Background: an optimization exercise with open tools, aiming at a short achievable clock period and few clock cycles. Do not read the settings as production practice.
At most, simulation tests tie the RTL to the original design; equivalence was not proved.

==> flow/design.v (excerpt) <==
module trading_core #(
    parameter RSI_PERIOD = 14
)(
    input  logic        clk,
    input  logic        rst,
    input  logic [31:0] price_in,
    input  logic        price_valid,
    output logic [1:0]  action,
    output logic        action_valid,
    output logic [15:0] rsi_value
);
For scale: about 770 flip-flops, ~54 I/O pins, roughly 160000 µm² of cells after synthesis.
==> flow/config.mk <==
export PLATFORM = sky130hd
export DESIGN_NAME = trading_core
export DESIGN_NICKNAME = trading_core
export VERILOG_FILES = /design/flow/design.v
export SDC_FILE = /design/flow/constraint.sdc
export NUM_CORES = 4
export LEC_CHECK = 0
export CAP_MARGIN = 20
export CORE_MARGIN = 2
export CORE_UTILIZATION = 25
export GPL_TIMING_DRIVEN = 0
export SLEW_MARGIN = 20
==> flow/constraint.sdc <==
create_clock -name core_clock -period 180.0 [get_ports {clk}]
set_input_delay 36.0000 -clock core_clock [delete_from_list [all_inputs] [get_ports {clk}]]
set_output_delay 36.0000 -clock core_clock [all_outputs]
set_load 0.01 [all_outputs]
standard.sh (not shown) runs the stock make flow with config.mk's settings and CLKGATE_MAP_FILE= SYNTH_SCRIPT=/design/flow/synth_recipe.tcl, a recipe that flattens the netlist after the stock synthesis.
==> flow/flow/run.sh <==
#!/bin/bash
# The standard layout (standard.sh), with two synthesis changes: full adders
# are left to ABC instead of being mapped to adder cells first, and ABC maps
# for delay with flow/abc.script. All output goes to flow_make.log.
set -euo pipefail
W=$(pwd)
export FLOW_ABC_SCRIPT=$W/flow/abc.script
bash standard.sh SYNTH_SCRIPT=$W/flow/synth.tcl ADDER_MAP_FILE= finish > $W/flow_make.log 2>&1
==> flow/flow/abc.script <==
strash
dch -f
map -D 1000
buffer -c
upsize -c -D 1000
dnsize -c -D 1000
==> flow/flow/synth.tcl <==
# The standard flow's synthesis script (synth_recipe.tcl), with ABC run on this flow's own
# mapping script (FLOW_ABC_SCRIPT) instead of ORFS's abc_speed.script.
proc synth {args} { yosys synth -nofsm -noshare {*}$args }
proc abc {args} {
  set i [lsearch -exact $args -script]
  if { $i >= 0 } { lset args [expr { $i + 1 }] $::env(FLOW_ABC_SCRIPT) }
  yosys abc {*}$args
}
source $::env(SCRIPTS_DIR)/synth.tcl
# left out here: clear keep_hierarchy, flatten, clean up, hide names made inside functions, write 1_2_yosys.v
The starting point ended with an error in 5_1_grt.
Next try:
- CORE_UTILIZATION: 25 -> 40
- GPL_TIMING_DRIVEN: 0 -> unset
The changed run aborted during 5_1_grt on GRT-0116.
Synthesized area stays the same.
Synthesized cell count is unchanged.
Next try:
- GPL_TIMING_DRIVEN: unset -> 0
Outcome: The changed run failed in 5_1_grt with GRT-0116; area after synthesis stays the same; synthesized cell count is unchanged.
Function was not checked in any run of this note: the RTL went through the layout flow alone.

========
== rev 12 ==
trading_core, a different RTL version from the one above (not shown whole).
Size: roughly 7,900 cells after synthesis, ~550 flip-flops, roughly 58,000 um^2 of cells after synthesis.
Design trading_core, start of the top module:
module trading_core #(
    parameter RSI_PERIOD = 14
)(
    input  logic        clk,
    input  logic        rst,
    input  logic [31:0] price_in,
    input  logic        price_valid,
    output logic [1:0]  action,
    output logic        action_valid,
    output logic [15:0] rsi_value
);
==> flow/config.mk <==
export PLATFORM = sky130hd
export DESIGN_NAME = trading_core
export DESIGN_NICKNAME = trading_core
export VERILOG_FILES = /design/flow/design.v
export SDC_FILE = /design/flow/constraint.sdc
export NUM_CORES = 4
export LEC_CHECK = 0
export CAP_MARGIN = 20
export CORE_MARGIN = 2
export CORE_UTILIZATION = 40
export SLEW_MARGIN = 20
==> flow/constraint.sdc <==
create_clock -name core_clock -period 180.0 [get_ports {clk}]
set_input_delay 36.0000 -clock core_clock [delete_from_list [all_inputs] [get_ports {clk}]]
set_output_delay 36.0000 -clock core_clock [all_outputs]
set_load 0.01 [all_outputs]
run.sh (not shown) runs the stock make flow with config.mk's settings and CLKGATE_MAP_FILE= SYNTH_SCRIPT=/design/flow/synth_recipe.tcl, a recipe that flattens the netlist after the stock synthesis.
Stock flow here: none of the scripts above is used.
Testbench counts of rev 12, summed over its fixed seeds: cycles 3,312.
[inputs] rev 13 vs rev 12
Settings: ABC_CLOCK_PERIOD_IN_PS now 1000, previously not set.
## What came out
- Comparing rev 12 against rev 13, there is no change at all in share of cell area taken by multi-input logic gates.
- Count of input and output buffers of rev 12 is on par with rev 13.
- Compared with rev 12, in rev 13 estimated wirelength of the detail-placed design comparable.
- As far as worst path setup slack after routing goes, rev 12 and rev 13 are indistinguishable; the numbers are identical.

## static timing again, ports no longer ideal
In the flow no input, the clock included, has a driving cell. The finished layouts below were timed again as built, in two steps.
Step 1: set_driving_cell puts a clkbuf_16 on clk and a buf_2 on each other input, an assumption about the parent block.
Step 2 also shifts input and output timing later by t, the mid clock arrival at the registers, as if the neighbouring blocks saw the same clock.
Three values: no drivers, after step 1, after step 2; two values: the first two.
| run | shift t [ns] | setup slack, ns | clock arrival spread, ns |
|---|---|---|---|
| rev 12 | 0.720 | 94.340 / 94.386 / 93.667 | 0.046 / 0.045 |
| rev 13 | 0.720 | 94.340 / 94.386 / 93.667 | 0.046 / 0.045 |
After both steps every run listed still meets setup and hold.
